This is an optimization exercise on Yosys and OpenROAD, whose aim is small area, not a production implementation.
Where RTL was checked, it was by simulation tests only, not by an equivalence proof against the original.
Power is estimated from default activity; no workload was simulated.

// bf8b
module bf8b (
    input rst,
    input clk,
    input rx,
    input [31:0] data_in,
    output [31:0] data_out,
    output [29:0] addr,
    output [3:0] wes,
    output tx
);
Size: ~4100 cells after synthesis, ~100 I/O pins, about 0.045 sq mm of cells after synthesis.
clock: 14.0 ns
lec_check: 0
cap_margin: 20
core_margin: 2
core_utilization: 35
cts_cluster_diameter: 80
cts_cluster_size: 20
slew_margin: 20
run.sh (not shown) runs the stock make flow with config.mk's settings and CLKGATE_MAP_FILE= SYNTH_SCRIPT=/design/flow/synth_recipe.tcl, a recipe that flattens the netlist after the stock synthesis.
Edit:
CORE_UTILIZATION = 50   (was 35)
CTS_CLUSTER_DIAMETER = 40   (was 80)
CTS_CLUSTER_SIZE = 25   (was 20)
The new run passed the timing, DRC and antenna checks; clock-buffer cell count increases by 36; die area goes down by 30%; routed wire length falls by 0.54%; non-clock buffer count is lower by 2; synthesized area does not change; hold slack degrades by 0.0064 ns; combinational power is about the same; setup slack loses 0.025 ns; first-iteration DRC count goes down by 1.7%; critical path depth is higher by 2.
Edit:
CORE_UTILIZATION = 35   (was 50)
CTS_CLUSTER_SIZE = 30   (was 25)
Routed wire length grows slightly.
Power rises by a few percent.
Cell area goes up by a few percent.
Global-route usage decreases by 10 points.
Sequential share of layout area decreases by 1.2 points.
Combinational power hardly moves.
Clock-buffer cell count went up by 35.
Clock skew increases by 0.014 ns.
Critical path depth decreases by 1.
Register-to-register slack is worse by 0.03 ns.
Edit:
CTS_CLUSTER_DIAMETER = 90   (was 40)
CTS_CLUSTER_SIZE = 35   (was 30)
- clock-buffer cell count fell by 101
- register-to-register slack degrades by 0.07 ns
- power fell by about 23%
- wire length fell by 1.8%
- synthesized cell count stays the same
- clock power fell by about 50%
- die area does not change
Function was not checked in any run of this note: the RTL went through the layout flow alone.

========
Another version of the RTL of bf8b (not shown whole).
Size: roughly 3600 cells after synthesis, roughly 100 I/O pins, ~40000 µm² of cells after synthesis.
export LEC_CHECK = 0
export CAP_MARGIN = 20
export CORE_MARGIN = 2
export CORE_UTILIZATION = 50
export SLEW_MARGIN = 20
create_clock -name core_clock -period 14.0 [get_ports {clk}]
standard.sh (not shown) runs the stock make flow with config.mk's settings and CLKGATE_MAP_FILE= SYNTH_SCRIPT=/design/flow/synth_recipe.tcl, a recipe that flattens the netlist after the stock synthesis.
==> flow/flow/run.sh <==
#!/bin/bash
# The standard layout, with three of its steps tuned for area:
#  - synthesis maps the logic with an area-oriented ABC script (flow/abc_area.script)
#    instead of ORFS's delay-oriented one; everything else in the synthesis is the
#    standard one (synth_recipe.tcl), so the registers are the same;
#  - ports are buffered with buf_1 rather than the resizer's default delay cell;
#  - clock-tree sinks are clustered in larger groups.
set -euo pipefail
here=$(pwd)
{
  echo "proc abc {args} {"
  echo "  set i [lsearch -exact \$args -script]"
  echo "  if {\$i >= 0} { lset args [expr {\$i + 1}] $here/flow/abc_area.script }"
  echo "  yosys abc {*}\$args"
  echo "}"
  cat synth_recipe.tcl
} > area_synth.tcl
sed "s#SYNTH_SCRIPT=[^ ]*#SYNTH_SCRIPT=$here/area_synth.tcl#" standard.sh > area_standard.sh
export BUFFER_PORTS_ARGS="-buffer_cell sky130_fd_sc_hd__buf_1"
export CTS_ARGS="-sink_clustering_enable -repair_clock_nets -buf_list sky130_fd_sc_hd__clkbuf_8 -sink_clustering_size 16 -sink_clustering_max_diameter 60 -dont_use_dummy_load"
bash area_standard.sh > standard.log 2>&1
==> flow/flow/abc_area.script <==
&get -n
&st
&syn2
&dch
&nf -R 1000
&put
Rerun with:
==> flow/flow/abc_area.script (replaced) <==
&get -n
&st
&syn2
&dch
&nf -R 1000
&st
&dch
&nf -R 1000
&put
Effect: Clock-buffer cell count shrinks by 3. Global-route usage grows by 6.1 points. Synthesized area stays flat. Total power shrinks by 4.2%. Setup slack gets better by 0.011 ns. Worst hold slack gets better by 0.044 ns. Critical path depth grows by 1. Synthesized cell count shrinks by 1.8%. Fmax barely changes. Register-to-register slack gets worse by 0.10 ns.
Rerun with:
--- a/flow/flow/run.sh
+++ b/flow/flow/run.sh
@@ -19,3 +19,3 @@
 export BUFFER_PORTS_ARGS="-buffer_cell sky130_fd_sc_hd__buf_1"
-export CTS_ARGS="-sink_clustering_enable -repair_clock_nets -buf_list sky130_fd_sc_hd__clkbuf_8 -sink_clustering_size 16 -sink_clustering_max_diameter 60 -dont_use_dummy_load"
+export CTS_ARGS="-sink_clustering_enable -repair_clock_nets -buf_list sky130_fd_sc_hd__clkbuf_8 -sink_clustering_size 18 -sink_clustering_max_diameter 50 -dont_use_dummy_load"
 bash area_standard.sh > standard.log 2>&1
==> flow/flow/abc_area.script (replaced) <==
&get -n
&st
&syn2
&dch
&nf -R 1000
&put
The changed run produced a clean layout; combinational power rose by 47%; power climbs by 4.8%; die area barely changes; sequential share of layout area hardly moves; cell count rises by 1.1%; first-iteration DRC count is lower by 16%; routed wire length fell by 15%; global-route usage came out lower by 6.1 points; flip-flop and latch count stays the same.
Rerun with:
--- a/flow/flow/run.sh
+++ b/flow/flow/run.sh
@@ -19,3 +19,3 @@
 export BUFFER_PORTS_ARGS="-buffer_cell sky130_fd_sc_hd__buf_1"
-export CTS_ARGS="-sink_clustering_enable -repair_clock_nets -buf_list sky130_fd_sc_hd__clkbuf_8 -sink_clustering_size 18 -sink_clustering_max_diameter 50 -dont_use_dummy_load"
+export CTS_ARGS="-sink_clustering_enable -repair_clock_nets -buf_list sky130_fd_sc_hd__clkbuf_8 -sink_clustering_size 14 -sink_clustering_max_diameter 80 -dont_use_dummy_load"
 bash area_standard.sh > standard.log 2>&1
Result:
- synthesized area stays the same
- via count stays flat
- clock-buffer cell count goes up by 4
- die area does not change
- worst setup slack loses 0.10 ns
- flip-flop and latch count does not change
- hold slack stays flat

========
bf8b, a different RTL version from the one above (not shown whole).
Size: ~3600 cells after synthesis, roughly 0.040 mm² of cells after synthesis.
==> flow/design.v (excerpt) <==
module bf8b (
    input rst,
    input clk,
    input rx,
    input [31:0] data_in,
    output [31:0] data_out,
    output [29:0] addr,
    output [3:0] wes,
    output tx
);
Settings: LEC_CHECK=0, CAP_MARGIN=20, CORE_MARGIN=2, CORE_UTILIZATION=50, SLEW_MARGIN=20; clock period 14.0 ns.
==> flow/flow/run.sh <==
#!/bin/bash
# The standard layout, with three of its steps tuned for area:
#  - synthesis maps the logic with an area-oriented ABC script (flow/abc_area.script)
#    instead of ORFS's delay-oriented one; everything else in the synthesis is the
#    standard one (synth_recipe.tcl), so the registers are the same;
#  - ports are buffered with buf_1 rather than the resizer's default delay cell;
#  - clock-tree sinks are clustered in larger groups.
set -euo pipefail
here=$(pwd)
{
  echo "proc abc {args} {"
  echo "  set i [lsearch -exact \$args -script]"
  echo "  if {\$i >= 0} { lset args [expr {\$i + 1}] $here/flow/abc_area.script }"
  echo "  yosys abc {*}\$args"
  echo "}"
  cat synth_recipe.tcl
} > area_synth.tcl
sed "s#SYNTH_SCRIPT=[^ ]*#SYNTH_SCRIPT=$here/area_synth.tcl#" standard.sh > area_standard.sh
export BUFFER_PORTS_ARGS="-buffer_cell sky130_fd_sc_hd__buf_1"
export CTS_ARGS="-sink_clustering_enable -repair_clock_nets -buf_list sky130_fd_sc_hd__clkbuf_8 -sink_clustering_size 16 -sink_clustering_max_diameter 60 -dont_use_dummy_load"
bash area_standard.sh > standard.log 2>&1
==> flow/flow/abc_area.script <==
&get -n
&st
&syn2
&dch
&nf -R 1000
&put
Rerun with:
--- a/flow/flow/run.sh
+++ b/flow/flow/run.sh
@@ -18,4 +18,4 @@
 sed "s#SYNTH_SCRIPT=[^ ]*#SYNTH_SCRIPT=$here/area_synth.tcl#" standard.sh > area_standard.sh
 export BUFFER_PORTS_ARGS="-buffer_cell sky130_fd_sc_hd__buf_1"
-export CTS_ARGS="-sink_clustering_enable -repair_clock_nets -buf_list sky130_fd_sc_hd__clkbuf_8 -sink_clustering_size 16 -sink_clustering_max_diameter 60 -dont_use_dummy_load"
+export CTS_ARGS="-sink_clustering_enable -repair_clock_nets -buf_list sky130_fd_sc_hd__clkbuf_4 -sink_clustering_buffer sky130_fd_sc_hd__clkbuf_8 -sink_clustering_size 16 -sink_clustering_max_diameter 60 -dont_use_dummy_load"
 bash area_standard.sh > standard.log 2>&1
Settings changed: CORE_UTILIZATION 50 to 40, GPL_ROUTABILITY_DRIVEN set to 0.
Wire length falls by a few percent.
Worst hold slack degrades by 0.051 ns.
Total power falls slightly.
Maximum frequency rises slightly.
First-iteration DRC count rises by a quarter to a third.
Rerun with:
Settings changed: CORE_UTILIZATION 40 to 50.
After rerunning: The new run finished clean; routed wire length came out higher by 0.45%; critical path depth drops by 6; final area decreases by 0.71%; setup slack improved by 0.059 ns; global-route usage went up by 6.2 points; cell count fell by 4.8%; fmax grows by 0.45%; sequential share of layout area climbs by 0.43 points; core utilization rises by 11 points; total power is about the same; hold slack hardly moves.

========
bf8b, a different RTL version from the one above (not shown whole).
Size: about 3700 cells after synthesis, about 0.041 mm2 of cells after synthesis.
Settings: LEC_CHECK=0, CAP_MARGIN=0, CORE_MARGIN=2, CORE_UTILIZATION=55, SLEW_MARGIN=0; clock period 14.0 ns.
==> flow/flow/run.sh <==
#!/bin/bash
# The standard layout, with three of its steps tuned for area:
#  - synthesis maps the logic with an area-oriented ABC script (flow/abc_area.script)
#    instead of ORFS's delay-oriented one; everything else in the synthesis is the
#    standard one (synth_recipe.tcl), so the registers are the same;
#  - ports are buffered with buf_1 rather than the resizer's default delay cell;
#  - clock-tree sinks are clustered in larger groups.
set -euo pipefail
here=$(pwd)
{
  echo "proc abc {args} {"
  echo "  set i [lsearch -exact \$args -script]"
  echo "  if {\$i >= 0} { lset args [expr {\$i + 1}] $here/flow/abc_area.script }"
  echo "  yosys abc {*}\$args"
  echo "}"
  cat synth_recipe.tcl
} > area_synth.tcl
sed "s#SYNTH_SCRIPT=[^ ]*#SYNTH_SCRIPT=$here/area_synth.tcl#" standard.sh > area_standard.sh
export BUFFER_PORTS_ARGS="-buffer_cell sky130_fd_sc_hd__buf_1"
export CTS_ARGS="-sink_clustering_enable -repair_clock_nets -buf_list sky130_fd_sc_hd__clkbuf_8 -sink_clustering_size 16 -sink_clustering_max_diameter 60 -dont_use_dummy_load"
bash area_standard.sh > standard.log 2>&1
Scripts as last shown in full above: flow/flow/abc_area.script
Change:
--- a/flow/flow/run.sh
+++ b/flow/flow/run.sh
@@ -18,4 +18,4 @@
 sed "s#SYNTH_SCRIPT=[^ ]*#SYNTH_SCRIPT=$here/area_synth.tcl#" standard.sh > area_standard.sh
 export BUFFER_PORTS_ARGS="-buffer_cell sky130_fd_sc_hd__buf_1"
-export CTS_ARGS="-sink_clustering_enable -repair_clock_nets -buf_list sky130_fd_sc_hd__clkbuf_8 -sink_clustering_size 16 -sink_clustering_max_diameter 60 -dont_use_dummy_load"
+export CTS_ARGS="-sink_clustering_enable -repair_clock_nets -sink_clustering_size 24 -sink_clustering_max_diameter 100 -dont_use_dummy_load"
 bash area_standard.sh > standard.log 2>&1
Settings changed: CAP_MARGIN 0 to 20, SLEW_MARGIN 0 to 20.
The new run completed without violations.
Total power goes up by a few percent.
Combinational power stays flat.
Count of clock-buffer cells in the layout decreases by 37.
Fmax goes up slightly.
Clock power went up by roughly a tenth.
Clock skew fell by 38 ps.
Flip-flop and latch count is unchanged.
Change:
--- a/flow/flow/run.sh
+++ b/flow/flow/run.sh
@@ -18,4 +18,4 @@
 sed "s#SYNTH_SCRIPT=[^ ]*#SYNTH_SCRIPT=$here/area_synth.tcl#" standard.sh > area_standard.sh
 export BUFFER_PORTS_ARGS="-buffer_cell sky130_fd_sc_hd__buf_1"
-export CTS_ARGS="-sink_clustering_enable -repair_clock_nets -sink_clustering_size 24 -sink_clustering_max_diameter 100 -dont_use_dummy_load"
+export CTS_ARGS="-sink_clustering_enable -repair_clock_nets -buf_list sky130_fd_sc_hd__clkbuf_8 -sink_clustering_size 16 -sink_clustering_max_diameter 60 -dont_use_dummy_load"
 bash area_standard.sh > standard.log 2>&1
Settings changed: GPL_TIMING_DRIVEN set to 0.
Effect: Wire length went down by a few percent. Sequential cell count is unchanged. Design area grows slightly. Setup slack got worse by 510 ps. Count of clock-buffer cells in the layout increases by 39. First-iteration DRC count decreases by roughly a tenth. Total power went down slightly. Final cell count increases slightly. Die area stays the same.

========
== blue ==
RTL: one of the versions met above, not the one the previous note started from.
Size: ~3600 cells after synthesis, roughly 100 I/O pins, roughly 40000 um^2 of cells after synthesis.
clock: 14.0 ns
lec_check: 0
cap_margin: 20
core_margin: 2
core_utilization: 50
slew_margin: 20
==> flow/flow/run.sh <==
#!/bin/bash
# The standard layout, with three of its steps tuned for area:
#  - synthesis maps the logic with an area-oriented ABC script (flow/abc_area.script)
#    instead of ORFS's delay-oriented one; everything else in the synthesis is the
#    standard one (synth_recipe.tcl), so the registers are the same;
#  - ports are buffered with buf_1 rather than the resizer's default delay cell;
#  - clock-tree sinks are clustered in larger groups.
set -euo pipefail
here=$(pwd)
{
  echo "proc abc {args} {"
  echo "  set i [lsearch -exact \$args -script]"
  echo "  if {\$i >= 0} { lset args [expr {\$i + 1}] $here/flow/abc_area.script }"
  echo "  yosys abc {*}\$args"
  echo "}"
  cat synth_recipe.tcl
} > area_synth.tcl
sed "s#SYNTH_SCRIPT=[^ ]*#SYNTH_SCRIPT=$here/area_synth.tcl#" standard.sh > area_standard.sh
export BUFFER_PORTS_ARGS="-buffer_cell sky130_fd_sc_hd__buf_1"
export CTS_ARGS="-sink_clustering_enable -repair_clock_nets -buf_list sky130_fd_sc_hd__clkbuf_4 -sink_clustering_size 9 -sink_clustering_max_diameter 40 -dont_use_dummy_load"
bash area_standard.sh > standard.log 2>&1
Scripts as last shown in full above: flow/flow/abc_area.script
Setup changes, blue to green
-- flow/flow/run.sh --
<<< blue, line 20
export CTS_ARGS="-sink_clustering_enable -repair_clock_nets -buf_list sky130_fd_sc_hd__clkbuf_4 -sink_clustering_size 9 -sink_clustering_max_diameter 40 -dont_use_dummy_load"
>>> green, line 20
export CTS_ARGS="-sink_clustering_enable -repair_clock_nets -buf_list sky130_fd_sc_hd__clkbuf_4 -sink_clustering_size 10 -sink_clustering_max_diameter 40 -dont_use_dummy_load"
The share of final-layout standard cells stronger than drive strength 1 number comes out lower for green vs blue. green vs. blue: slew at the pin closest to its max-slew limit moved up; setup slack of the worst register-to-register path moved up; number of rows created at floorplan level. Power: green draws less than blue. green vs blue — delay of the slowest cell on the worst path dropped 0.02 ns. blue has a lower share of power burned in combinational logic than green. Of the two values seen for uppermost layer routed, met4 was produced by green and met5 by blue. The final area of blue and that of green are within noise of each other. The routed wire length was comparable across green and blue.

========
bf8b with an RTL version that a note above also has.
For scale: roughly 3600 cells after synthesis, ~1300 flip-flops, ~100 I/O pins, ~40000 sq um of cells after synthesis.
export LEC_CHECK = 0
export CAP_MARGIN = 20
export CORE_MARGIN = 2
export CORE_UTILIZATION = 50
export SLEW_MARGIN = 20
create_clock -name core_clock -period 14.0 [get_ports {clk}]
==> flow/flow/run.sh <==
#!/bin/bash
# The standard layout, with three of its steps tuned for area:
#  - synthesis maps the logic with an area-oriented ABC script (flow/abc_area.script)
#    instead of ORFS's delay-oriented one; everything else in the synthesis is the
#    standard one (synth_recipe.tcl), so the registers are the same;
#  - ports are buffered with buf_1 rather than the resizer's default delay cell;
#  - clock-tree sinks are clustered in larger groups.
set -euo pipefail
here=$(pwd)
{
  echo "proc abc {args} {"
  echo "  set i [lsearch -exact \$args -script]"
  echo "  if {\$i >= 0} { lset args [expr {\$i + 1}] $here/flow/abc_area.script }"
  echo "  yosys abc {*}\$args"
  echo "}"
  cat synth_recipe.tcl
} > area_synth.tcl
sed "s#SYNTH_SCRIPT=[^ ]*#SYNTH_SCRIPT=$here/area_synth.tcl#" standard.sh > area_standard.sh
export BUFFER_PORTS_ARGS="-buffer_cell sky130_fd_sc_hd__buf_1"
export CTS_ARGS="-sink_clustering_enable -repair_clock_nets -buf_list sky130_fd_sc_hd__clkbuf_4 -sink_clustering_buffer sky130_fd_sc_hd__clkbuf_8 -sink_clustering_size 16 -sink_clustering_max_diameter 60 -dont_use_dummy_load"
bash area_standard.sh > standard.log 2>&1
Scripts as last shown in full above: flow/flow/abc_area.script
The baseline finished clean.
==> next run, changes <==
--- a/flow/flow/run.sh
+++ b/flow/flow/run.sh
@@ -18,4 +18,4 @@
 sed "s#SYNTH_SCRIPT=[^ ]*#SYNTH_SCRIPT=$here/area_synth.tcl#" standard.sh > area_standard.sh
 export BUFFER_PORTS_ARGS="-buffer_cell sky130_fd_sc_hd__buf_1"
-export CTS_ARGS="-sink_clustering_enable -repair_clock_nets -buf_list sky130_fd_sc_hd__clkbuf_4 -sink_clustering_buffer sky130_fd_sc_hd__clkbuf_8 -sink_clustering_size 16 -sink_clustering_max_diameter 60 -dont_use_dummy_load"
+export CTS_ARGS="-sink_clustering_enable -repair_clock_nets -buf_list {sky130_fd_sc_hd__clkbuf_4 sky130_fd_sc_hd__clkbuf_8} -sink_clustering_buffer sky130_fd_sc_hd__clkbuf_8 -sink_clustering_size 16 -sink_clustering_max_diameter 60 -dont_use_dummy_load"
 bash area_standard.sh > standard.log 2>&1
After rerunning:
- The changed run completed with no timing, DRC or antenna violations
- die area does not change
- area after synthesis stays the same
- hold slack improved by 0.021 ns
- setup slack got worse by 0.13 ns
- final cell count hardly moves
- maximum frequency goes down by 0.95%
==> next run, changes <==
--- a/flow/flow/run.sh
+++ b/flow/flow/run.sh
@@ -18,4 +18,4 @@
 sed "s#SYNTH_SCRIPT=[^ ]*#SYNTH_SCRIPT=$here/area_synth.tcl#" standard.sh > area_standard.sh
 export BUFFER_PORTS_ARGS="-buffer_cell sky130_fd_sc_hd__buf_1"
-export CTS_ARGS="-sink_clustering_enable -repair_clock_nets -buf_list {sky130_fd_sc_hd__clkbuf_4 sky130_fd_sc_hd__clkbuf_8} -sink_clustering_buffer sky130_fd_sc_hd__clkbuf_8 -sink_clustering_size 16 -sink_clustering_max_diameter 60 -dont_use_dummy_load"
+export CTS_ARGS="-sink_clustering_enable -repair_clock_nets -buf_list sky130_fd_sc_hd__clkbuf_4 -sink_clustering_size 10 -sink_clustering_max_diameter 40 -dont_use_dummy_load"
 bash area_standard.sh > standard.log 2>&1
- GPL_ROUTABILITY_DRIVEN: unset -> 0
=> Count of clock-buffer cells in the layout grows by 67; die area stays the same; combinational power shrinks slightly; sequential share of layout area came out higher by 0.35 points; power went down slightly; core utilization is lower by 0.32 points; synthesized area is unchanged.

==> what the ideal ports hide <==
The results above use ideal ports. As a check the final layouts listed here were re-extracted and re-timed, cells and wires unchanged. Step 1 assumes that a clkbuf_16 drives the clock port and a buf_2 every other input. Step 2 also shifts input and output timing later by t, the mid clock arrival at the registers, as if the neighbouring blocks saw the same clock. a / b / c = ideal ports / drivers / drivers and shift; a / b = the first two.
| run | t (ns) | setup slack, ns | worst setup path after step 2 | worst register clock-pin slew, ns | pins driven straight from the clock port |
|---|---|---|---|---|---|
| the first run of note 1 | 0.750 | 0.246 / 0.216 / 0.216 | input to output | 0.09 / 0.09 | 1 |
| the second run of note 1 | 0.788 | 0.221 / 0.183 / 0.183 | input to output | 0.09 / 0.09 | 1 |
| the third run of note 1 | 0.821 | 0.252 / 0.221 / 0.221 | input to output | 0.09 / 0.09 | 1 |
| the fourth run of note 1 | 0.769 | 0.206 / 0.182 / 0.181 | input to output | 0.12 / 0.12 | 1 |
| the first run of note 2 | 0.764 | 0.638 / 0.618 / 0.618 | input to output | 0.10 / 0.10 | 1 |
| the second run of note 2 | 0.778 | 0.649 / 0.629 / 0.629 | input to output | 0.10 / 0.10 | 1 |
| the third run of note 2 | 0.770 | 0.709 / 0.688 / 0.688 | input to output | 0.11 / 0.11 | 1 |
| the fourth run of note 2 | 0.798 | 0.607 / 0.587 / 0.587 | input to output | 0.10 / 0.10 | 1 |
| the first run of note 3 | 0.764 | 0.638 / 0.618 / 0.618 | input to output | 0.10 / 0.10 | 1 |
| the second run of note 3 | 1.028 | 0.793 / 0.772 / 0.772 | input to output | 0.10 / 0.10 | 1 |
| the third run of note 3 | 1.010 | 0.852 / 0.788 / 0.788 | input to output | 0.10 / 0.10 | 1 |
| the first run of note 4 | 0.776 | 0.857 / 0.826 / 0.826 | input to output | 0.10 / 0.10 | 1 |
| the second run of note 4 | 0.711 | 0.946 / 0.883 / 0.883 | input to output | 0.11 / 0.11 | 1 |
| the third run of note 4 | 0.790 | 0.441 / 0.394 / 0.394 | input to output | 0.11 / 0.11 | 1 |
| blue | 1.114 | 0.686 / 0.665 / 0.665 | input to output | 0.11 / 0.11 | 1 |
| green | 1.079 | 0.748 / 0.728 / 0.728 | input to output | 0.11 / 0.11 | 1 |
| the first run of note 6 | 0.974 | 0.765 / 0.745 / 0.745 | input to output | 0.10 / 0.10 | 1 |
| the second run of note 6 | 0.764 | 0.638 / 0.618 / 0.618 | input to output | 0.10 / 0.10 | 1 |
| the third run of note 6 | 1.069 | 0.744 / 0.711 / 0.711 | input to output | 0.11 / 0.11 | 1 |
After both steps setup and hold are still met in every run listed. The setup slack of the third run of note 3, which loses most, moves by -0.064 ns with the drivers and by -0.064 ns with both steps.
